Source: an optimization exercise on an open RTL-to-GDS flow (aim: small area and a short achievable clock period). Production flows keep margins and buffers that such runs may drop.
No functional check of the RTL was part of this run.
Power figures rest on the tool's default switching activity, not on a simulated workload.

### design/flow/config.mk
export PLATFORM = sky130hd
export DESIGN_NAME = Nbit_ALU_Register
export DESIGN_NICKNAME = Nbit_ALU_Register
export VERILOG_FILES = /design/flow/design.v
export SDC_FILE = /design/flow/constraint.sdc
export NUM_CORES = 4
export LEC_CHECK = 0
export CAP_MARGIN = 20
export CORE_MARGIN = 2
export CORE_UTILIZATION = 40
export SLEW_MARGIN = 20
export SYNTH_HIERARCHICAL = 1
export SYNTH_MINIMUM_KEEP_SIZE = 0
### design/flow/design.v
`timescale 1ns / 1ps
module g_inv    (input a, output y);               assign y = ~a;                        endmodule
module g_nand2  (input a, b, output y);            assign y = ~(a & b);                  endmodule
module g_nor2   (input a, b, output y);            assign y = ~(a | b);                  endmodule
module g_nand2b (input an, b, output y);           assign y = ~(~an & b);                endmodule
module g_nor2b  (input a, bn, output y);           assign y = ~(a | ~bn);                endmodule
module g_a21oi  (input a1, a2, b1, output y);      assign y = ~((a1 & a2) | b1);         endmodule
module g_o21ai  (input a1, a2, b1, output y);      assign y = ~((a1 | a2) & b1);         endmodule
module g_a2bb2oi(input a1n, a2n, b1, b2, output y); assign y = ~((~a1n & ~a2n) | (b1 & b2)); endmodule
module g_xor2   (input a, b, output y);            assign y = a ^ b;                     endmodule
module g_xnor2  (input a, b, output y);            assign y = ~(a ^ b);                  endmodule
module g_mux2   (input a0, a1, s, output y);       assign y = s ? a1 : a0;               endmodule
module g_mux2i  (input a0, a1, s, output y);       assign y = ~(s ? a1 : a0);            endmodule
module g_buf    (input a, output y);               assign y = a;                         endmodule
module g_o22ai  (input a1, a2, b1, b2, output y);  assign y = ~((a1 | a2) & (b1 | b2));  endmodule
module g_a32oi  (input a1, a2, a3, b1, b2, output y); assign y = ~((a1 & a2 & a3) | (b1 & b2)); endmodule
`timescale 1ns / 1ps
module Nbit_ALU(r1, r2, r3, ALUop);
parameter n = 32;
input  [n-1:0] r2, r3;
input  [2:0]   ALUop;
output [n-1:0] r1;
wire op0 = ALUop[0], op1 = ALUop[1], op2 = ALUop[2];
wire t0n_d = ~(op2 ? op1 : op0);
wire t1n_d = ~(op2 ? ~op1 : (op0 ^ op1));
wire esn_d = op2 & (op1 | op0);
wire ecn_d = ~(op2 & ~op1);
wire en_d  = ~op2 & op1;
wire enn_d = ~en_d;
wire sub_d = ~op2 & op1 & op0;
wire slt   = op2 & op1 & ~op0;
wire t0n_0;
g_buf u_t0n_0 (.a(t0n_d), .y(t0n_0));
wire t0n_1;
g_buf u_t0n_1 (.a(t0n_d), .y(t0n_1));
wire t1n_0;
g_buf u_t1n_0 (.a(t1n_d), .y(t1n_0));
wire t1n_1;
g_buf u_t1n_1 (.a(t1n_d), .y(t1n_1));
wire esn_0;
g_buf u_esn_0 (.a(esn_d), .y(esn_0));
wire esn_1;
g_buf u_esn_1 (.a(esn_d), .y(esn_1));
wire ecn_0;
g_buf u_ecn_0 (.a(ecn_d), .y(ecn_0));
wire ecn_1;
g_buf u_ecn_1 (.a(ecn_d), .y(ecn_1));
wire en_0;
g_buf u_en_0 (.a(en_d), .y(en_0));
wire en_1;
g_buf u_en_1 (.a(en_d), .y(en_1));
wire enn_0;
g_buf u_enn_0 (.a(enn_d), .y(enn_0));
wire enn_1;
g_buf u_enn_1 (.a(enn_d), .y(enn_1));
wire bb0;
g_mux2i u_bb0 (.a0(t0n_0), .a1(t1n_0), .s(r3[0]), .y(bb0));
wire gn0;
g_nand2 u_gn0 (.a(r2[0]), .b(bb0), .y(gn0));
wire tn0;
g_nor2 u_tn0 (.a(r2[0]), .b(bb0), .y(tn0));
wire pn0;
g_nand2b u_pn0 (.an(tn0), .b(gn0), .y(pn0));
wire y0;
g_o22ai u_y0 (.a1(gn0), .a2(ecn_0), .b1(pn0), .b2(esn_0), .y(y0));
wire bb1;
g_mux2i u_bb1 (.a0(t0n_0), .a1(t1n_0), .s(r3[1]), .y(bb1));
wire gn1;
g_nand2 u_gn1 (.a(r2[1]), .b(bb1), .y(gn1));
wire tn1;
g_nor2 u_tn1 (.a(r2[1]), .b(bb1), .y(tn1));
wire pn1;
g_nand2b u_pn1 (.an(tn1), .b(gn1), .y(pn1));
wire y1;
g_o22ai u_y1 (.a1(gn1), .a2(ecn_0), .b1(pn1), .b2(esn_0), .y(y1));
wire bb2;
g_mux2i u_bb2 (.a0(t0n_0), .a1(t1n_0), .s(r3[2]), .y(bb2));
wire gn2;
g_nand2 u_gn2 (.a(r2[2]), .b(bb2), .y(gn2));
wire tn2;
g_nor2 u_tn2 (.a(r2[2]), .b(bb2), .y(tn2));
wire pn2;
g_nand2b u_pn2 (.an(tn2), .b(gn2), .y(pn2));
wire y2;
g_o22ai u_y2 (.a1(gn2), .a2(ecn_0), .b1(pn2), .b2(esn_0), .y(y2));
wire bb3;
g_mux2i u_bb3 (.a0(t0n_0), .a1(t1n_0), .s(r3[3]), .y(bb3));
wire gn3;
g_nand2 u_gn3 (.a(r2[3]), .b(bb3), .y(gn3));
wire tn3;
g_nor2 u_tn3 (.a(r2[3]), .b(bb3), .y(tn3));
wire pn3;
g_nand2b u_pn3 (.an(tn3), .b(gn3), .y(pn3));
wire y3;
g_o22ai u_y3 (.a1(gn3), .a2(ecn_0), .b1(pn3), .b2(esn_0), .y(y3));
wire bb4;
g_mux2i u_bb4 (.a0(t0n_0), .a1(t1n_0), .s(r3[4]), .y(bb4));
wire gn4;
g_nand2 u_gn4 (.a(r2[4]), .b(bb4), .y(gn4));
wire tn4;
g_nor2 u_tn4 (.a(r2[4]), .b(bb4), .y(tn4));
wire pn4;
g_nand2b u_pn4 (.an(tn4), .b(gn4), .y(pn4));
wire y4;
g_o22ai u_y4 (.a1(gn4), .a2(ecn_0), .b1(pn4), .b2(esn_0), .y(y4));
wire bb5;
g_mux2i u_bb5 (.a0(t0n_0), .a1(t1n_0), .s(r3[5]), .y(bb5));
wire gn5;
g_nand2 u_gn5 (.a(r2[5]), .b(bb5), .y(gn5));
wire tn5;
g_nor2 u_tn5 (.a(r2[5]), .b(bb5), .y(tn5));
wire pn5;
g_nand2b u_pn5 (.an(tn5), .b(gn5), .y(pn5));
wire y5;
g_o22ai u_y5 (.a1(gn5), .a2(ecn_0), .b1(pn5), .b2(esn_0), .y(y5));
wire bb6;
g_mux2i u_bb6 (.a0(t0n_0), .a1(t1n_0), .s(r3[6]), .y(bb6));
wire gn6;
g_nand2 u_gn6 (.a(r2[6]), .b(bb6), .y(gn6));
wire tn6;
g_nor2 u_tn6 (.a(r2[6]), .b(bb6), .y(tn6));
wire pn6;
g_nand2b u_pn6 (.an(tn6), .b(gn6), .y(pn6));
wire y6;
g_o22ai u_y6 (.a1(gn6), .a2(ecn_0), .b1(pn6), .b2(esn_0), .y(y6));
wire bb7;
g_mux2i u_bb7 (.a0(t0n_0), .a1(t1n_0), .s(r3[7]), .y(bb7));
wire gn7;
g_nand2 u_gn7 (.a(r2[7]), .b(bb7), .y(gn7));
wire tn7;
g_nor2 u_tn7 (.a(r2[7]), .b(bb7), .y(tn7));
wire pn7;
g_nand2b u_pn7 (.an(tn7), .b(gn7), .y(pn7));
wire y7;
g_o22ai u_y7 (.a1(gn7), .a2(ecn_0), .b1(pn7), .b2(esn_0), .y(y7));
wire bb8;
g_mux2i u_bb8 (.a0(t0n_0), .a1(t1n_0), .s(r3[8]), .y(bb8));
wire gn8;
g_nand2 u_gn8 (.a(r2[8]), .b(bb8), .y(gn8));
wire tn8;
g_nor2 u_tn8 (.a(r2[8]), .b(bb8), .y(tn8));
wire pn8;
g_nand2b u_pn8 (.an(tn8), .b(gn8), .y(pn8));
wire y8;
g_o22ai u_y8 (.a1(gn8), .a2(ecn_0), .b1(pn8), .b2(esn_0), .y(y8));
wire bb9;
g_mux2i u_bb9 (.a0(t0n_0), .a1(t1n_0), .s(r3[9]), .y(bb9));
wire gn9;
g_nand2 u_gn9 (.a(r2[9]), .b(bb9), .y(gn9));
wire tn9;
g_nor2 u_tn9 (.a(r2[9]), .b(bb9), .y(tn9));
wire pn9;
g_nand2b u_pn9 (.an(tn9), .b(gn9), .y(pn9));
wire y9;
g_o22ai u_y9 (.a1(gn9), .a2(ecn_0), .b1(pn9), .b2(esn_0), .y(y9));
wire bb10;
g_mux2i u_bb10 (.a0(t0n_0), .a1(t1n_0), .s(r3[10]), .y(bb10));
wire gn10;
g_nand2 u_gn10 (.a(r2[10]), .b(bb10), .y(gn10));
wire tn10;
g_nor2 u_tn10 (.a(r2[10]), .b(bb10), .y(tn10));
wire pn10;
g_nand2b u_pn10 (.an(tn10), .b(gn10), .y(pn10));
wire y10;
g_o22ai u_y10 (.a1(gn10), .a2(ecn_0), .b1(pn10), .b2(esn_0), .y(y10));
wire bb11;
g_mux2i u_bb11 (.a0(t0n_0), .a1(t1n_0), .s(r3[11]), .y(bb11));
wire gn11;
g_nand2 u_gn11 (.a(r2[11]), .b(bb11), .y(gn11));
wire tn11;
g_nor2 u_tn11 (.a(r2[11]), .b(bb11), .y(tn11));
wire pn11;
g_nand2b u_pn11 (.an(tn11), .b(gn11), .y(pn11));
wire y11;
g_o22ai u_y11 (.a1(gn11), .a2(ecn_0), .b1(pn11), .b2(esn_0), .y(y11));
wire bb12;
g_mux2i u_bb12 (.a0(t0n_0), .a1(t1n_0), .s(r3[12]), .y(bb12));
wire gn12;
g_nand2 u_gn12 (.a(r2[12]), .b(bb12), .y(gn12));
wire tn12;
g_nor2 u_tn12 (.a(r2[12]), .b(bb12), .y(tn12));
wire pn12;
g_nand2b u_pn12 (.an(tn12), .b(gn12), .y(pn12));
wire y12;
g_o22ai u_y12 (.a1(gn12), .a2(ecn_0), .b1(pn12), .b2(esn_0), .y(y12));
wire bb13;
g_mux2i u_bb13 (.a0(t0n_0), .a1(t1n_0), .s(r3[13]), .y(bb13));
wire gn13;
g_nand2 u_gn13 (.a(r2[13]), .b(bb13), .y(gn13));
wire tn13;
g_nor2 u_tn13 (.a(r2[13]), .b(bb13), .y(tn13));
wire pn13;
g_nand2b u_pn13 (.an(tn13), .b(gn13), .y(pn13));
wire y13;
g_o22ai u_y13 (.a1(gn13), .a2(ecn_0), .b1(pn13), .b2(esn_0), .y(y13));
wire bb14;
g_mux2i u_bb14 (.a0(t0n_0), .a1(t1n_0), .s(r3[14]), .y(bb14));
wire gn14;
g_nand2 u_gn14 (.a(r2[14]), .b(bb14), .y(gn14));
wire tn14;
g_nor2 u_tn14 (.a(r2[14]), .b(bb14), .y(tn14));
wire pn14;
g_nand2b u_pn14 (.an(tn14), .b(gn14), .y(pn14));
wire y14;
g_o22ai u_y14 (.a1(gn14), .a2(ecn_0), .b1(pn14), .b2(esn_0), .y(y14));
wire bb15;
g_mux2i u_bb15 (.a0(t0n_0), .a1(t1n_0), .s(r3[15]), .y(bb15));
wire gn15;
g_nand2 u_gn15 (.a(r2[15]), .b(bb15), .y(gn15));
wire tn15;
g_nor2 u_tn15 (.a(r2[15]), .b(bb15), .y(tn15));
wire pn15;
g_nand2b u_pn15 (.an(tn15), .b(gn15), .y(pn15));
wire y15;
g_o22ai u_y15 (.a1(gn15), .a2(ecn_0), .b1(pn15), .b2(esn_0), .y(y15));
wire bb16;
g_mux2i u_bb16 (.a0(t0n_1), .a1(t1n_1), .s(r3[16]), .y(bb16));
wire gn16;
g_nand2 u_gn16 (.a(r2[16]), .b(bb16), .y(gn16));
wire tn16;
g_nor2 u_tn16 (.a(r2[16]), .b(bb16), .y(tn16));
wire pn16;
g_nand2b u_pn16 (.an(tn16), .b(gn16), .y(pn16));
wire y16;
g_o22ai u_y16 (.a1(gn16), .a2(ecn_1), .b1(pn16), .b2(esn_1), .y(y16));
wire bb17;
g_mux2i u_bb17 (.a0(t0n_1), .a1(t1n_1), .s(r3[17]), .y(bb17));
wire gn17;
g_nand2 u_gn17 (.a(r2[17]), .b(bb17), .y(gn17));
wire tn17;
g_nor2 u_tn17 (.a(r2[17]), .b(bb17), .y(tn17));
wire pn17;
g_nand2b u_pn17 (.an(tn17), .b(gn17), .y(pn17));
wire y17;
g_o22ai u_y17 (.a1(gn17), .a2(ecn_1), .b1(pn17), .b2(esn_1), .y(y17));
wire bb18;
g_mux2i u_bb18 (.a0(t0n_1), .a1(t1n_1), .s(r3[18]), .y(bb18));
wire gn18;
g_nand2 u_gn18 (.a(r2[18]), .b(bb18), .y(gn18));
wire tn18;
g_nor2 u_tn18 (.a(r2[18]), .b(bb18), .y(tn18));
wire pn18;
g_nand2b u_pn18 (.an(tn18), .b(gn18), .y(pn18));
wire y18;
g_o22ai u_y18 (.a1(gn18), .a2(ecn_1), .b1(pn18), .b2(esn_1), .y(y18));
wire bb19;
g_mux2i u_bb19 (.a0(t0n_1), .a1(t1n_1), .s(r3[19]), .y(bb19));
wire gn19;
g_nand2 u_gn19 (.a(r2[19]), .b(bb19), .y(gn19));
wire tn19;
g_nor2 u_tn19 (.a(r2[19]), .b(bb19), .y(tn19));
wire pn19;
g_nand2b u_pn19 (.an(tn19), .b(gn19), .y(pn19));
wire y19;
g_o22ai u_y19 (.a1(gn19), .a2(ecn_1), .b1(pn19), .b2(esn_1), .y(y19));
wire bb20;
g_mux2i u_bb20 (.a0(t0n_1), .a1(t1n_1), .s(r3[20]), .y(bb20));
wire gn20;
g_nand2 u_gn20 (.a(r2[20]), .b(bb20), .y(gn20));
wire tn20;
g_nor2 u_tn20 (.a(r2[20]), .b(bb20), .y(tn20));
wire pn20;
g_nand2b u_pn20 (.an(tn20), .b(gn20), .y(pn20));
wire y20;
g_o22ai u_y20 (.a1(gn20), .a2(ecn_1), .b1(pn20), .b2(esn_1), .y(y20));
wire bb21;
g_mux2i u_bb21 (.a0(t0n_1), .a1(t1n_1), .s(r3[21]), .y(bb21));
wire gn21;
g_nand2 u_gn21 (.a(r2[21]), .b(bb21), .y(gn21));
wire tn21;
g_nor2 u_tn21 (.a(r2[21]), .b(bb21), .y(tn21));
wire pn21;
g_nand2b u_pn21 (.an(tn21), .b(gn21), .y(pn21));
wire y21;
g_o22ai u_y21 (.a1(gn21), .a2(ecn_1), .b1(pn21), .b2(esn_1), .y(y21));
wire bb22;
g_mux2i u_bb22 (.a0(t0n_1), .a1(t1n_1), .s(r3[22]), .y(bb22));
wire gn22;
g_nand2 u_gn22 (.a(r2[22]), .b(bb22), .y(gn22));
wire tn22;
g_nor2 u_tn22 (.a(r2[22]), .b(bb22), .y(tn22));
wire pn22;
g_nand2b u_pn22 (.an(tn22), .b(gn22), .y(pn22));
wire y22;
g_o22ai u_y22 (.a1(gn22), .a2(ecn_1), .b1(pn22), .b2(esn_1), .y(y22));
wire bb23;
g_mux2i u_bb23 (.a0(t0n_1), .a1(t1n_1), .s(r3[23]), .y(bb23));
wire gn23;
g_nand2 u_gn23 (.a(r2[23]), .b(bb23), .y(gn23));
wire tn23;
g_nor2 u_tn23 (.a(r2[23]), .b(bb23), .y(tn23));
wire pn23;
g_nand2b u_pn23 (.an(tn23), .b(gn23), .y(pn23));
wire y23;
g_o22ai u_y23 (.a1(gn23), .a2(ecn_1), .b1(pn23), .b2(esn_1), .y(y23));
wire bb24;
g_mux2i u_bb24 (.a0(t0n_1), .a1(t1n_1), .s(r3[24]), .y(bb24));
wire gn24;
g_nand2 u_gn24 (.a(r2[24]), .b(bb24), .y(gn24));
wire tn24;
g_nor2 u_tn24 (.a(r2[24]), .b(bb24), .y(tn24));
wire pn24;
g_nand2b u_pn24 (.an(tn24), .b(gn24), .y(pn24));
wire y24;
g_o22ai u_y24 (.a1(gn24), .a2(ecn_1), .b1(pn24), .b2(esn_1), .y(y24));
wire bb25;
g_mux2i u_bb25 (.a0(t0n_1), .a1(t1n_1), .s(r3[25]), .y(bb25));
wire gn25;
g_nand2 u_gn25 (.a(r2[25]), .b(bb25), .y(gn25));
wire tn25;
g_nor2 u_tn25 (.a(r2[25]), .b(bb25), .y(tn25));
wire pn25;
g_nand2b u_pn25 (.an(tn25), .b(gn25), .y(pn25));
wire y25;
g_o22ai u_y25 (.a1(gn25), .a2(ecn_1), .b1(pn25), .b2(esn_1), .y(y25));
wire bb26;
g_mux2i u_bb26 (.a0(t0n_1), .a1(t1n_1), .s(r3[26]), .y(bb26));
wire gn26;
g_nand2 u_gn26 (.a(r2[26]), .b(bb26), .y(gn26));
wire tn26;
g_nor2 u_tn26 (.a(r2[26]), .b(bb26), .y(tn26));
wire pn26;
g_nand2b u_pn26 (.an(tn26), .b(gn26), .y(pn26));
wire y26;
g_o22ai u_y26 (.a1(gn26), .a2(ecn_1), .b1(pn26), .b2(esn_1), .y(y26));
wire bb27;
g_mux2i u_bb27 (.a0(t0n_1), .a1(t1n_1), .s(r3[27]), .y(bb27));
wire gn27;
g_nand2 u_gn27 (.a(r2[27]), .b(bb27), .y(gn27));
wire tn27;
g_nor2 u_tn27 (.a(r2[27]), .b(bb27), .y(tn27));
wire pn27;
g_nand2b u_pn27 (.an(tn27), .b(gn27), .y(pn27));
wire y27;
g_o22ai u_y27 (.a1(gn27), .a2(ecn_1), .b1(pn27), .b2(esn_1), .y(y27));
wire bb28;
g_mux2i u_bb28 (.a0(t0n_1), .a1(t1n_1), .s(r3[28]), .y(bb28));
wire gn28;
g_nand2 u_gn28 (.a(r2[28]), .b(bb28), .y(gn28));
wire tn28;
g_nor2 u_tn28 (.a(r2[28]), .b(bb28), .y(tn28));
wire pn28;
g_nand2b u_pn28 (.an(tn28), .b(gn28), .y(pn28));
wire y28;
g_o22ai u_y28 (.a1(gn28), .a2(ecn_1), .b1(pn28), .b2(esn_1), .y(y28));
wire bb29;
g_mux2i u_bb29 (.a0(t0n_1), .a1(t1n_1), .s(r3[29]), .y(bb29));
wire gn29;
g_nand2 u_gn29 (.a(r2[29]), .b(bb29), .y(gn29));
wire tn29;
g_nor2 u_tn29 (.a(r2[29]), .b(bb29), .y(tn29));
wire pn29;
g_nand2b u_pn29 (.an(tn29), .b(gn29), .y(pn29));
wire y29;
g_o22ai u_y29 (.a1(gn29), .a2(ecn_1), .b1(pn29), .b2(esn_1), .y(y29));
wire bb30;
g_mux2i u_bb30 (.a0(t0n_1), .a1(t1n_1), .s(r3[30]), .y(bb30));
wire gn30;
g_nand2 u_gn30 (.a(r2[30]), .b(bb30), .y(gn30));
wire tn30;
g_nor2 u_tn30 (.a(r2[30]), .b(bb30), .y(tn30));
wire pn30;
g_nand2b u_pn30 (.an(tn30), .b(gn30), .y(pn30));
wire y30;
g_o22ai u_y30 (.a1(gn30), .a2(ecn_1), .b1(pn30), .b2(esn_1), .y(y30));
wire bb31;
g_mux2i u_bb31 (.a0(t0n_1), .a1(t1n_1), .s(r3[31]), .y(bb31));
wire gn31;
g_nand2 u_gn31 (.a(r2[31]), .b(bb31), .y(gn31));
wire tn31;
g_nor2 u_tn31 (.a(r2[31]), .b(bb31), .y(tn31));
wire pn31;
g_nand2b u_pn31 (.an(tn31), .b(gn31), .y(pn31));
wire y31;
g_o22ai u_y31 (.a1(gn31), .a2(ecn_1), .b1(pn31), .b2(esn_1), .y(y31));
wire G0_0;
g_o21ai u_G0_0 (.a1(tn0), .a2(t0n_0), .b1(gn0), .y(G0_0));
wire i_G0_0;
g_inv u_i_G0_0 (.a(G0_0), .y(i_G0_0));
wire G1_1;
g_o21ai u_G1_1 (.a1(tn1), .a2(i_G0_0), .b1(gn1), .y(G1_1));
wire G1_3;
g_o21ai u_G1_3 (.a1(tn3), .a2(gn2), .b1(gn3), .y(G1_3));
wire T1_3;
g_nor2 u_T1_3 (.a(tn3), .b(tn2), .y(T1_3));
wire G1_5;
g_o21ai u_G1_5 (.a1(tn5), .a2(gn4), .b1(gn5), .y(G1_5));
wire T1_5;
g_nor2 u_T1_5 (.a(tn5), .b(tn4), .y(T1_5));
wire G1_7;
g_o21ai u_G1_7 (.a1(tn7), .a2(gn6), .b1(gn7), .y(G1_7));
wire T1_7;
g_nor2 u_T1_7 (.a(tn7), .b(tn6), .y(T1_7));
wire G1_9;
g_o21ai u_G1_9 (.a1(tn9), .a2(gn8), .b1(gn9), .y(G1_9));
wire T1_9;
g_nor2 u_T1_9 (.a(tn9), .b(tn8), .y(T1_9));
wire G1_11;
g_o21ai u_G1_11 (.a1(tn11), .a2(gn10), .b1(gn11), .y(G1_11));
wire T1_11;
g_nor2 u_T1_11 (.a(tn11), .b(tn10), .y(T1_11));
wire G1_13;
g_o21ai u_G1_13 (.a1(tn13), .a2(gn12), .b1(gn13), .y(G1_13));
wire T1_13;
g_nor2 u_T1_13 (.a(tn13), .b(tn12), .y(T1_13));
wire G1_15;
g_o21ai u_G1_15 (.a1(tn15), .a2(gn14), .b1(gn15), .y(G1_15));
wire T1_15;
g_nor2 u_T1_15 (.a(tn15), .b(tn14), .y(T1_15));
wire G1_17;
g_o21ai u_G1_17 (.a1(tn17), .a2(gn16), .b1(gn17), .y(G1_17));
wire T1_17;
g_nor2 u_T1_17 (.a(tn17), .b(tn16), .y(T1_17));
wire G1_19;
g_o21ai u_G1_19 (.a1(tn19), .a2(gn18), .b1(gn19), .y(G1_19));
wire T1_19;
g_nor2 u_T1_19 (.a(tn19), .b(tn18), .y(T1_19));
wire G1_21;
g_o21ai u_G1_21 (.a1(tn21), .a2(gn20), .b1(gn21), .y(G1_21));
wire T1_21;
g_nor2 u_T1_21 (.a(tn21), .b(tn20), .y(T1_21));
wire G1_23;
g_o21ai u_G1_23 (.a1(tn23), .a2(gn22), .b1(gn23), .y(G1_23));
wire T1_23;
g_nor2 u_T1_23 (.a(tn23), .b(tn22), .y(T1_23));
wire G1_25;
g_o21ai u_G1_25 (.a1(tn25), .a2(gn24), .b1(gn25), .y(G1_25));
wire T1_25;
g_nor2 u_T1_25 (.a(tn25), .b(tn24), .y(T1_25));
wire G1_27;
g_o21ai u_G1_27 (.a1(tn27), .a2(gn26), .b1(gn27), .y(G1_27));
wire T1_27;
g_nor2 u_T1_27 (.a(tn27), .b(tn26), .y(T1_27));
wire G1_29;
g_o21ai u_G1_29 (.a1(tn29), .a2(gn28), .b1(gn29), .y(G1_29));
wire T1_29;
g_nor2 u_T1_29 (.a(tn29), .b(tn28), .y(T1_29));
wire G2_3;
g_a21oi u_G2_3 (.a1(T1_3), .a2(G1_1), .b1(G1_3), .y(G2_3));
wire G2_5;
g_a21oi u_G2_5 (.a1(T1_5), .a2(G1_3), .b1(G1_5), .y(G2_5));
wire T2_5;
g_nand2 u_T2_5 (.a(T1_5), .b(T1_3), .y(T2_5));
wire G2_7;
g_a21oi u_G2_7 (.a1(T1_7), .a2(G1_5), .b1(G1_7), .y(G2_7));
wire T2_7;
g_nand2 u_T2_7 (.a(T1_7), .b(T1_5), .y(T2_7));
wire G2_9;
g_a21oi u_G2_9 (.a1(T1_9), .a2(G1_7), .b1(G1_9), .y(G2_9));
wire T2_9;
g_nand2 u_T2_9 (.a(T1_9), .b(T1_7), .y(T2_9));
wire G2_11;
g_a21oi u_G2_11 (.a1(T1_11), .a2(G1_9), .b1(G1_11), .y(G2_11));
wire T2_11;
g_nand2 u_T2_11 (.a(T1_11), .b(T1_9), .y(T2_11));
wire G2_13;
g_a21oi u_G2_13 (.a1(T1_13), .a2(G1_11), .b1(G1_13), .y(G2_13));
wire T2_13;
g_nand2 u_T2_13 (.a(T1_13), .b(T1_11), .y(T2_13));
wire G2_15;
g_a21oi u_G2_15 (.a1(T1_15), .a2(G1_13), .b1(G1_15), .y(G2_15));
wire T2_15;
g_nand2 u_T2_15 (.a(T1_15), .b(T1_13), .y(T2_15));
wire G2_17;
g_a21oi u_G2_17 (.a1(T1_17), .a2(G1_15), .b1(G1_17), .y(G2_17));
wire T2_17;
g_nand2 u_T2_17 (.a(T1_17), .b(T1_15), .y(T2_17));
wire G2_19;
g_a21oi u_G2_19 (.a1(T1_19), .a2(G1_17), .b1(G1_19), .y(G2_19));
wire T2_19;
g_nand2 u_T2_19 (.a(T1_19), .b(T1_17), .y(T2_19));
wire G2_21;
g_a21oi u_G2_21 (.a1(T1_21), .a2(G1_19), .b1(G1_21), .y(G2_21));
wire T2_21;
g_nand2 u_T2_21 (.a(T1_21), .b(T1_19), .y(T2_21));
wire G2_23;
g_a21oi u_G2_23 (.a1(T1_23), .a2(G1_21), .b1(G1_23), .y(G2_23));
wire T2_23;
g_nand2 u_T2_23 (.a(T1_23), .b(T1_21), .y(T2_23));
wire G2_25;
g_a21oi u_G2_25 (.a1(T1_25), .a2(G1_23), .b1(G1_25), .y(G2_25));
wire T2_25;
g_nand2 u_T2_25 (.a(T1_25), .b(T1_23), .y(T2_25));
wire G2_27;
g_a21oi u_G2_27 (.a1(T1_27), .a2(G1_25), .b1(G1_27), .y(G2_27));
wire T2_27;
g_nand2 u_T2_27 (.a(T1_27), .b(T1_25), .y(T2_27));
wire G2_29;
g_a21oi u_G2_29 (.a1(T1_29), .a2(G1_27), .b1(G1_29), .y(G2_29));
wire T2_29;
g_nand2 u_T2_29 (.a(T1_29), .b(T1_27), .y(T2_29));
wire i_G1_1;
g_inv u_i_G1_1 (.a(G1_1), .y(i_G1_1));
wire G3_5;
g_o21ai u_G3_5 (.a1(T2_5), .a2(i_G1_1), .b1(G2_5), .y(G3_5));
wire G3_7;
g_o21ai u_G3_7 (.a1(T2_7), .a2(G2_3), .b1(G2_7), .y(G3_7));
wire G3_9;
g_o21ai u_G3_9 (.a1(T2_9), .a2(G2_5), .b1(G2_9), .y(G3_9));
wire T3_9;
g_nor2 u_T3_9 (.a(T2_9), .b(T2_5), .y(T3_9));
wire G3_11;
g_o21ai u_G3_11 (.a1(T2_11), .a2(G2_7), .b1(G2_11), .y(G3_11));
wire T3_11;
g_nor2 u_T3_11 (.a(T2_11), .b(T2_7), .y(T3_11));
wire G3_13;
g_o21ai u_G3_13 (.a1(T2_13), .a2(G2_9), .b1(G2_13), .y(G3_13));
wire T3_13;
g_nor2 u_T3_13 (.a(T2_13), .b(T2_9), .y(T3_13));
wire G3_15;
g_o21ai u_G3_15 (.a1(T2_15), .a2(G2_11), .b1(G2_15), .y(G3_15));
wire T3_15;
g_nor2 u_T3_15 (.a(T2_15), .b(T2_11), .y(T3_15));
wire G3_17;
g_o21ai u_G3_17 (.a1(T2_17), .a2(G2_13), .b1(G2_17), .y(G3_17));
wire T3_17;
g_nor2 u_T3_17 (.a(T2_17), .b(T2_13), .y(T3_17));
wire G3_19;
g_o21ai u_G3_19 (.a1(T2_19), .a2(G2_15), .b1(G2_19), .y(G3_19));
wire T3_19;
g_nor2 u_T3_19 (.a(T2_19), .b(T2_15), .y(T3_19));
wire G3_21;
g_o21ai u_G3_21 (.a1(T2_21), .a2(G2_17), .b1(G2_21), .y(G3_21));
wire T3_21;
g_nor2 u_T3_21 (.a(T2_21), .b(T2_17), .y(T3_21));
wire G3_23;
g_o21ai u_G3_23 (.a1(T2_23), .a2(G2_19), .b1(G2_23), .y(G3_23));
wire T3_23;
g_nor2 u_T3_23 (.a(T2_23), .b(T2_19), .y(T3_23));
wire G3_25;
g_o21ai u_G3_25 (.a1(T2_25), .a2(G2_21), .b1(G2_25), .y(G3_25));
wire T3_25;
g_nor2 u_T3_25 (.a(T2_25), .b(T2_21), .y(T3_25));
wire G3_27;
g_o21ai u_G3_27 (.a1(T2_27), .a2(G2_23), .b1(G2_27), .y(G3_27));
wire T3_27;
g_nor2 u_T3_27 (.a(T2_27), .b(T2_23), .y(T3_27));
wire G3_29;
g_o21ai u_G3_29 (.a1(T2_29), .a2(G2_25), .b1(G2_29), .y(G3_29));
wire T3_29;
g_nor2 u_T3_29 (.a(T2_29), .b(T2_25), .y(T3_29));
wire G4_9;
g_a21oi u_G4_9 (.a1(T3_9), .a2(G1_1), .b1(G3_9), .y(G4_9));
wire i_G2_3;
g_inv u_i_G2_3 (.a(G2_3), .y(i_G2_3));
wire G4_11;
g_a21oi u_G4_11 (.a1(T3_11), .a2(i_G2_3), .b1(G3_11), .y(G4_11));
wire G4_13;
g_a21oi u_G4_13 (.a1(T3_13), .a2(G3_5), .b1(G3_13), .y(G4_13));
wire G4_15;
g_a21oi u_G4_15 (.a1(T3_15), .a2(G3_7), .b1(G3_15), .y(G4_15));
wire G4_17;
g_a21oi u_G4_17 (.a1(T3_17), .a2(G3_9), .b1(G3_17), .y(G4_17));
wire T4_17;
g_nand2 u_T4_17 (.a(T3_17), .b(T3_9), .y(T4_17));
wire G4_19;
g_a21oi u_G4_19 (.a1(T3_19), .a2(G3_11), .b1(G3_19), .y(G4_19));
wire T4_19;
g_nand2 u_T4_19 (.a(T3_19), .b(T3_11), .y(T4_19));
wire G4_21;
g_a21oi u_G4_21 (.a1(T3_21), .a2(G3_13), .b1(G3_21), .y(G4_21));
wire T4_21;
g_nand2 u_T4_21 (.a(T3_21), .b(T3_13), .y(T4_21));
wire G4_23;
g_a21oi u_G4_23 (.a1(T3_23), .a2(G3_15), .b1(G3_23), .y(G4_23));
wire T4_23;
g_nand2 u_T4_23 (.a(T3_23), .b(T3_15), .y(T4_23));
wire G4_25;
g_a21oi u_G4_25 (.a1(T3_25), .a2(G3_17), .b1(G3_25), .y(G4_25));
wire T4_25;
g_nand2 u_T4_25 (.a(T3_25), .b(T3_17), .y(T4_25));
wire G4_27;
g_a21oi u_G4_27 (.a1(T3_27), .a2(G3_19), .b1(G3_27), .y(G4_27));
wire T4_27;
g_nand2 u_T4_27 (.a(T3_27), .b(T3_19), .y(T4_27));
wire G4_29;
g_a21oi u_G4_29 (.a1(T3_29), .a2(G3_21), .b1(G3_29), .y(G4_29));
wire T4_29;
g_nand2 u_T4_29 (.a(T3_29), .b(T3_21), .y(T4_29));
wire G5_17;
g_o21ai u_G5_17 (.a1(T4_17), .a2(i_G1_1), .b1(G4_17), .y(G5_17));
wire G5_19;
g_o21ai u_G5_19 (.a1(T4_19), .a2(G2_3), .b1(G4_19), .y(G5_19));
wire i_G3_5;
g_inv u_i_G3_5 (.a(G3_5), .y(i_G3_5));
wire G5_21;
g_o21ai u_G5_21 (.a1(T4_21), .a2(i_G3_5), .b1(G4_21), .y(G5_21));
wire i_G3_7;
g_inv u_i_G3_7 (.a(G3_7), .y(i_G3_7));
wire G5_23;
g_o21ai u_G5_23 (.a1(T4_23), .a2(i_G3_7), .b1(G4_23), .y(G5_23));
wire G5_25;
g_o21ai u_G5_25 (.a1(T4_25), .a2(G4_9), .b1(G4_25), .y(G5_25));
wire G5_27;
g_o21ai u_G5_27 (.a1(T4_27), .a2(G4_11), .b1(G4_27), .y(G5_27));
wire G5_29;
g_o21ai u_G5_29 (.a1(T4_29), .a2(G4_13), .b1(G4_29), .y(G5_29));
wire G6_2;
g_o21ai u_G6_2 (.a1(tn2), .a2(i_G1_1), .b1(gn2), .y(G6_2));
wire G6_4;
g_o21ai u_G6_4 (.a1(tn4), .a2(G2_3), .b1(gn4), .y(G6_4));
wire G6_6;
g_o21ai u_G6_6 (.a1(tn6), .a2(i_G3_5), .b1(gn6), .y(G6_6));
wire G6_8;
g_o21ai u_G6_8 (.a1(tn8), .a2(i_G3_7), .b1(gn8), .y(G6_8));
wire G6_10;
g_o21ai u_G6_10 (.a1(tn10), .a2(G4_9), .b1(gn10), .y(G6_10));
wire G6_12;
g_o21ai u_G6_12 (.a1(tn12), .a2(G4_11), .b1(gn12), .y(G6_12));
wire G6_14;
g_o21ai u_G6_14 (.a1(tn14), .a2(G4_13), .b1(gn14), .y(G6_14));
wire G6_16;
g_o21ai u_G6_16 (.a1(tn16), .a2(G4_15), .b1(gn16), .y(G6_16));
wire i_G5_17;
g_inv u_i_G5_17 (.a(G5_17), .y(i_G5_17));
wire G6_18;
g_o21ai u_G6_18 (.a1(tn18), .a2(i_G5_17), .b1(gn18), .y(G6_18));
wire i_G5_19;
g_inv u_i_G5_19 (.a(G5_19), .y(i_G5_19));
wire G6_20;
g_o21ai u_G6_20 (.a1(tn20), .a2(i_G5_19), .b1(gn20), .y(G6_20));
wire i_G5_21;
g_inv u_i_G5_21 (.a(G5_21), .y(i_G5_21));
wire G6_22;
g_o21ai u_G6_22 (.a1(tn22), .a2(i_G5_21), .b1(gn22), .y(G6_22));
wire i_G5_23;
g_inv u_i_G5_23 (.a(G5_23), .y(i_G5_23));
wire G6_24;
g_o21ai u_G6_24 (.a1(tn24), .a2(i_G5_23), .b1(gn24), .y(G6_24));
wire i_G5_25;
g_inv u_i_G5_25 (.a(G5_25), .y(i_G5_25));
wire G6_26;
g_o21ai u_G6_26 (.a1(tn26), .a2(i_G5_25), .b1(gn26), .y(G6_26));
wire i_G5_27;
g_inv u_i_G5_27 (.a(G5_27), .y(i_G5_27));
wire G6_28;
g_o21ai u_G6_28 (.a1(tn28), .a2(i_G5_27), .b1(gn28), .y(G6_28));
wire i_G5_29;
g_inv u_i_G5_29 (.a(G5_29), .y(i_G5_29));
wire G6_30;
g_o21ai u_G6_30 (.a1(tn30), .a2(i_G5_29), .b1(gn30), .y(G6_30));
wire kn1;
g_nand2 u_kn1 (.a(G0_0), .b(en_0), .y(kn1));
g_xnor2 u_r1 (.a(y1), .b(kn1), .y(r1[1]));
wire kn2;
g_nand2 u_kn2 (.a(G1_1), .b(en_0), .y(kn2));
g_xnor2 u_r2 (.a(y2), .b(kn2), .y(r1[2]));
wire kn3;
g_nand2 u_kn3 (.a(G6_2), .b(en_0), .y(kn3));
g_xnor2 u_r3 (.a(y3), .b(kn3), .y(r1[3]));
wire k4;
g_nor2 u_k4 (.a(G2_3), .b(enn_0), .y(k4));
g_xor2 u_r4 (.a(y4), .b(k4), .y(r1[4]));
wire kn5;
g_nand2 u_kn5 (.a(G6_4), .b(en_0), .y(kn5));
g_xnor2 u_r5 (.a(y5), .b(kn5), .y(r1[5]));
wire kn6;
g_nand2 u_kn6 (.a(G3_5), .b(en_0), .y(kn6));
g_xnor2 u_r6 (.a(y6), .b(kn6), .y(r1[6]));
wire kn7;
g_nand2 u_kn7 (.a(G6_6), .b(en_0), .y(kn7));
g_xnor2 u_r7 (.a(y7), .b(kn7), .y(r1[7]));
wire kn8;
g_nand2 u_kn8 (.a(G3_7), .b(en_0), .y(kn8));
g_xnor2 u_r8 (.a(y8), .b(kn8), .y(r1[8]));
wire kn9;
g_nand2 u_kn9 (.a(G6_8), .b(en_0), .y(kn9));
g_xnor2 u_r9 (.a(y9), .b(kn9), .y(r1[9]));
wire k10;
g_nor2 u_k10 (.a(G4_9), .b(enn_0), .y(k10));
g_xor2 u_r10 (.a(y10), .b(k10), .y(r1[10]));
wire kn11;
g_nand2 u_kn11 (.a(G6_10), .b(en_0), .y(kn11));
g_xnor2 u_r11 (.a(y11), .b(kn11), .y(r1[11]));
wire k12;
g_nor2 u_k12 (.a(G4_11), .b(enn_0), .y(k12));
g_xor2 u_r12 (.a(y12), .b(k12), .y(r1[12]));
wire kn13;
g_nand2 u_kn13 (.a(G6_12), .b(en_0), .y(kn13));
g_xnor2 u_r13 (.a(y13), .b(kn13), .y(r1[13]));
wire k14;
g_nor2 u_k14 (.a(G4_13), .b(enn_0), .y(k14));
g_xor2 u_r14 (.a(y14), .b(k14), .y(r1[14]));
wire kn15;
g_nand2 u_kn15 (.a(G6_14), .b(en_0), .y(kn15));
g_xnor2 u_r15 (.a(y15), .b(kn15), .y(r1[15]));
wire k16;
g_nor2 u_k16 (.a(G4_15), .b(enn_1), .y(k16));
g_xor2 u_r16 (.a(y16), .b(k16), .y(r1[16]));
wire kn17;
g_nand2 u_kn17 (.a(G6_16), .b(en_1), .y(kn17));
g_xnor2 u_r17 (.a(y17), .b(kn17), .y(r1[17]));
wire kn18;
g_nand2 u_kn18 (.a(G5_17), .b(en_1), .y(kn18));
g_xnor2 u_r18 (.a(y18), .b(kn18), .y(r1[18]));
wire kn19;
g_nand2 u_kn19 (.a(G6_18), .b(en_1), .y(kn19));
g_xnor2 u_r19 (.a(y19), .b(kn19), .y(r1[19]));
wire kn20;
g_nand2 u_kn20 (.a(G5_19), .b(en_1), .y(kn20));
g_xnor2 u_r20 (.a(y20), .b(kn20), .y(r1[20]));
wire kn21;
g_nand2 u_kn21 (.a(G6_20), .b(en_1), .y(kn21));
g_xnor2 u_r21 (.a(y21), .b(kn21), .y(r1[21]));
wire kn22;
g_nand2 u_kn22 (.a(G5_21), .b(en_1), .y(kn22));
g_xnor2 u_r22 (.a(y22), .b(kn22), .y(r1[22]));
wire kn23;
g_nand2 u_kn23 (.a(G6_22), .b(en_1), .y(kn23));
g_xnor2 u_r23 (.a(y23), .b(kn23), .y(r1[23]));
wire kn24;
g_nand2 u_kn24 (.a(G5_23), .b(en_1), .y(kn24));
g_xnor2 u_r24 (.a(y24), .b(kn24), .y(r1[24]));
wire kn25;
g_nand2 u_kn25 (.a(G6_24), .b(en_1), .y(kn25));
g_xnor2 u_r25 (.a(y25), .b(kn25), .y(r1[25]));
wire kn26;
g_nand2 u_kn26 (.a(G5_25), .b(en_1), .y(kn26));
g_xnor2 u_r26 (.a(y26), .b(kn26), .y(r1[26]));
wire kn27;
g_nand2 u_kn27 (.a(G6_26), .b(en_1), .y(kn27));
g_xnor2 u_r27 (.a(y27), .b(kn27), .y(r1[27]));
wire kn28;
g_nand2 u_kn28 (.a(G5_27), .b(en_1), .y(kn28));
g_xnor2 u_r28 (.a(y28), .b(kn28), .y(r1[28]));
wire kn29;
g_nand2 u_kn29 (.a(G6_28), .b(en_1), .y(kn29));
g_xnor2 u_r29 (.a(y29), .b(kn29), .y(r1[29]));
wire kn30;
g_nand2 u_kn30 (.a(G5_29), .b(en_1), .y(kn30));
g_xnor2 u_r30 (.a(y30), .b(kn30), .y(r1[30]));
wire kn31;
g_nand2 u_kn31 (.a(G6_30), .b(en_1), .y(kn31));
g_xnor2 u_r31 (.a(y31), .b(kn31), .y(r1[31]));
wire x31n;
g_xor2 u_x31n (.a(pn31), .b(G6_30), .y(x31n));
wire z0n;
g_xnor2 u_z0n (.a(y0), .b(sub_d), .y(z0n));
g_mux2i u_r0 (.a0(z0n), .a1(x31n), .s(slt), .y(r1[0]));
endmodule
`timescale 1ns / 1ps
module dff(q, d, clk);
input		d, clk;       
output reg	q;            
always @(posedge clk)
q<=d;
endmodule
`timescale 1ns / 1ps
module Nbit_Register(outo, ino, clk);
parameter n = 32;
input [n-1:0] ino;
output [n-1:0] outo;
input clk;
genvar i;
generate
for (i = 0; i < n; i = i + 1) begin: registerblk
dff Dflipflop(.q(outo[i]) , .d(ino[i]), .clk(clk) );
end
endgenerate
endmodule
`timescale 1ns / 1ps
module Nbit_ALU_Register (r2, r3, ALUop, r0, clk);
parameter n = 32;
input[n-1:0] r2, r3;
input[2:0] ALUop;
input clk;
output [n-1:0] r0;
wire[n-1:0] r1;
Nbit_ALU #(n) alu1 (.r1(r1), .r2(r2), .r3(r3), .ALUop(ALUop) );
Nbit_Register #(n) reg1 (.outo(r0), .ino(r1), .clk(clk) );
endmodule
### design/flow/flow/run.sh
#!/bin/bash
# Standard ORFS layout; the only change is the cell used to buffer the ports
# (a plain buf_1 instead of the delay buffer buffer_ports picks by default).
set -euo pipefail
export BUFFER_PORTS_ARGS="-buffer_cell sky130_fd_sc_hd__buf_1"
bash standard.sh > standard.log 2>&1
### design/flow/standard.sh
#!/bin/bash
# synth_recipe.tcl (not shown) runs the flow's synth.tcl, then flattens the netlist and writes it again
# the make line also repeats each setting of config.mk as NAME=value (left out here)
make -C /OpenROAD-flow-scripts/flow DESIGN_CONFIG=/design/flow/config.mk WORK_HOME=/design/flow/orfs CLKGATE_MAP_FILE= SYNTH_SCRIPT=/design/flow/synth_recipe.tcl "${@:-finish}"
### design/flow/constraint.sdc
create_clock -name core_clock -period 15.5 [get_ports {clk}]
set_input_delay 3.1000 -clock core_clock [delete_from_list [all_inputs] [get_ports {clk}]]
set_output_delay 3.1000 -clock core_clock [all_outputs]
set_load 0.01 [all_outputs]
==> impl_metrics.json <==
{
  "synth_fp_nets": 483,
  "hold_start": "ALUop[0]",
  "gr-usage-all-layers_pct": 20.2,
  "routed_wl_um": 7790,
  "p_comb_share_pct": 46.7,
  "dieHeight_um": 88.7,
  "switching_share_pct": 40.5,
  "dp.cells": 600,
  "endpoint_kind": "flop",
  "initial_core_util_pct": 41.8,
  "largest_reg_flops": 32,
  "finalCritPeriodShare_pct": 38.3,
  "drv_cap": 0,
  "fp.dieArea_mm2": 0.00787,
  "yosys_warnings": 7,
  "path_common_cell": "o21ai_1",
  "p_int_mw": 0.194,
  "drt_iter0_markers": 163,
  "drc_errors": 0,
  "row_count": 30,
  "postRouteAntennaNets": 0,
  "cts_hold_buf": 0,
  "setup_violations": 0,
  "netlist_area_mm2": 0.00287,
  "crit_type": "in -> reg",
  "seq_area_frac_synth_pct": 22.3,
  "switching_power_mw": 0.132,
  "hold_viol": 0,
  "hold_slack_ns": 3.15,
  "timing.setup.tns_ns": 0,
  "power_mw": 0.326,
  "ys_types": 17,
  "synth_top_area_share_pct": 22.3,
  "fin_ws_ns": 9.56,
  "nNetsFinal": 580,
  "synth_seq_cells": 32,
  "routabilityCongestion": 0.813,
  "grt_pass1_vias": 2805,
  "synth.largest_area_cell": "dfxtp_1",
  "ir_drop_mv": 0.0468,
  "startpoint_type": "primary input",
  "synthTopCellsByArea": "dfxtp_1 22%, mux2i_1 12%, nand2_1 10%, o21ai_1 8.9%, nor2_1 8.4%",
  "grt_pass1_wl_um": 12600,
  "reg_top3": "reg1.registerblk.Dflipflop.q (32)",
  "dieWidth_um": 88.7,
  "postCtsSetupBuffers": 0,
  "fin_area_mm2": 0.00339,
  "cts.sinks": 32,
  "syn_to_final_growth_pct": 18.2,
  "status": "timing/DRC/antenna clean",
  "power_density_mw_per_mm2": 96.1,
  "n_fill_cell": 729,
  "max_freq_ghz": 0.168,
  "gr-total-overflow": 0,
  "cts_resized": 0,
  "rsz0062_at_grt": "no",
  "antenna_found_initial": 0,
  "p_leak_nw": 1.39,
  "viasPerCell": 4.93,
  "cts_buffers": 5,
  "final-seq-area_um2": 641,
  "stdcell_count": 608,
  "cp_slowest_cell": "o21ai_1",
  "worst_pin_slew_ns": 0.838,
  "drv_slew": 0,
  "fin_util_pct": 49.4,
  "place_area_mm2": 0.00330,
  "io_buffer_count": 99,
  "drtPass1Iterations": 4,
  "wl_per_cell_um": 12.8,
  "via_count": 2996,
  "cts_tree": "yes",
  "syn_area_per_cell_um2": 6.94,
  "min_path_type": "in -> reg",
  "htree_levels": 2,
  "pwr-share-clk_pct": 21.2,
  "min_period_ns": 5.94,
  "ioPinCount": 100,
  "multiInputGateArea_mm2": 0.00209,
  "dp_hpwl_um": 5880,
  "seqPwrFrac_pct": 32.1,
  "top_register": "reg1.registerblk.Dflipflop.q",
  "diodes": 0,
  "path_cells": "buf_1 > inv_2 > ha_1 > mux2i_2 > buf_4 > mux2i_1 > nor2_1 > o21ai_1 > inv_1 > o21ai_1 > inv_1 > o21ai_1 > a21oi_2 > o21ai_1 > inv_1 > o21ai_1 > xor2_1 > mux2i_1",
  "cp-startpoint": "ALUop[1]",
  "pre_cts_ws_ns": 9.27,
  "clk_pin_slew_worst_paths_ns": 0.06,
  "grt_start_max_net_pins": 34,
  "core_mm2": 0.00687,
  "cts.path.max_buffers": 2,
  "root_buffer": "clkbuf_8",
  "syn_inst": 414,
  "cp.required_ns": 15.67,
  "cp.arrival_ns": 6.11,
  "crit_path_max_fanout": 32,
  "drive_gt1_share_pct": 7.62,
  "critical-path-max-stage-delay_ns": 0.33,
  "slew-limit-headroom_pct": 44.1
}
[power groups by stage]
| stage | combinational, mW | clock [mW] | sequential, mW |
|---|---|---|---|
| 6_report | 0.152 | 0.0691 | 0.105 |
| 5_1_grt | 0.172 | 0.0743 | 0.106 |
| 4_1_cts | 0.153 | 0.0716 | 0.105 |
| 3_5_place_dp | 0.152 | 0 | 0.107 |
| 3_3_place_gp | 0.150 | 0 | 0.107 |
| 2_1_floorplan | 0.102 | 0 | 0.117 |
[layout make-up]
| class | count | area share, % |
|---|---|---|
| well taps | 96 | 3.54 |
| clock buffers | 8 | 2.65 |
| inverters | 15 | 1.66 |
| flip-flops and latches | 32 | 18.9 |
| multi-input cells | 355 | 61.7 |
| repair buffers | 102 | 11.6 |
[cells by family (layout without fill, tap and decap cells)]
| family | after synthesis | count (layout) | share of synthesized area [%] |
|---|---|---|---|
| flops | 32 | 32 | 22.3 |
| fa+ha+maj | 1 | 1 | 0.436 |
| simple gates | 178 | 178 | 26.5 |
| mux | 34 | 34 | 11.9 |
| compound gates | 109 | 109 | 23.7 |
| buf+inv | 27 | 125 | 5.10 |
| xor+xnor | 33 | 33 | 10.1 |
[Yosys stat by module, one instance, submodules excluded, excerpt]
module	cells inside	area, um^2	flops+latches
dff	1	20.0	1
g_mux2i	1	10.0	0
g_xnor2	1	8.76	0
g_xor2	1	8.76	0
g_buf	1	7.51	0
g_nand2b	1	6.26	0
g_nand2	1	3.75	0
g_inv	1	3.75	0
g_nor2	1	3.75	0
[critical path, delay by kind of cell]
family                     cells  cell delay [ns]
AOI/OAI and AO/OA              6             1.27
buffers and inverters          6             0.77
muxes                          3             0.38
adders and majority gates      1             0.30
xor gates and xnor gates       1             0.17
and+or+nand+nor                1             0.09
[cells in the mapped netlist]
library cell and count:
xnor2_1 27, ha_1 1, dfxtp_1 32, mux2i_1 34, nand2b_1 32, inv_2 1, nor2_1 64, nand2_1 80
a21oi_2 25, nor2b_1 1, xor2_1 6, o22ai_1 32, o21a_1 1, o21ai_1 51, buf_4 12, inv_1 14
nand2b_4 1
[layer usage]
| layer | GRT usage (%) | wire length [um] | share of wire [%] | up-vias |
|---|---|---|---|---|
| met5 | 0 | 0 | 0 | - |
| met2 | 34.3 | 3590 | 46 | 84 |
| met1 | 26.5 | 3700 | 48 | 1300 |
| li1 | - | - | - | 1604 |
| met3 | 3.73 | 414 | 5.3 | 8 |
| met4 | 5.10 | 82 | 1.1 | 0 |
[layout by cell type (no fill, tap or decap)]
cell type,Yosys,final
inv_1,14,14
inv_2,1,1
dfxtp_1,32,32
a21oi_2,25,25
nor2b_2,0,1
ha_1,1,1
buf_4,12,3
nor2_1,64,64
nand2_1,80,79
mux2i_1,34,33
o21ai_1,51,51
nand2b_1,32,32
mux2i_2,0,1
o21a_1,1,1
o22ai_1,32,32
xnor2_1,27,27
clkbuf_1,0,2
nand2b_4,1,1
nand2_2,0,1
xor2_1,6,6
clkbuf_8,0,6
buf_1,0,99
[path summary, 6_finish.rpt]
path / depth (start not counted) / end / slack, ns
worst min-delay path: 3 / reg1.registerblk[0].Dflipflop.q$_DFF_P_ / 3.15
worst max-delay path: 18 / reg1.registerblk[0].Dflipflop.q$_DFF_P_ / 9.56

==> separate check: timing with driven ports <==
No port has a modelled driver above. Below, the same layout with a new extraction and two added sets of constraints.
Step 1 (the two cells are an assumption about what drives the block):
set clk [get_ports {clk}]
set_driving_cell -lib_cell sky130_fd_sc_hd__clkbuf_16 $clk
set_driving_cell -lib_cell sky130_fd_sc_hd__buf_2 [delete_from_list [all_inputs] $clk]
Step 2 times the ports against the registers' clock, not the clock port: input delays grow and output delays shrink by t, the midpoint of the rising clock arrivals with the driver on.
Three values: ideal ports, drivers, drivers and shift; two values: the first two.
t, ns: 0.318
setup WS [ns]: 9.557 / 9.567 / 9.250
slew at the worst register clock pin (ns): 0.07 / 0.07
worst slew at a driven data input, ns: 0.03
cell pins on the clock port's net: 1
After both steps this run still meets setup and hold. For this run, drivers alone change the setup slack by +0.010 ns; drivers and shift together by -0.307 ns.
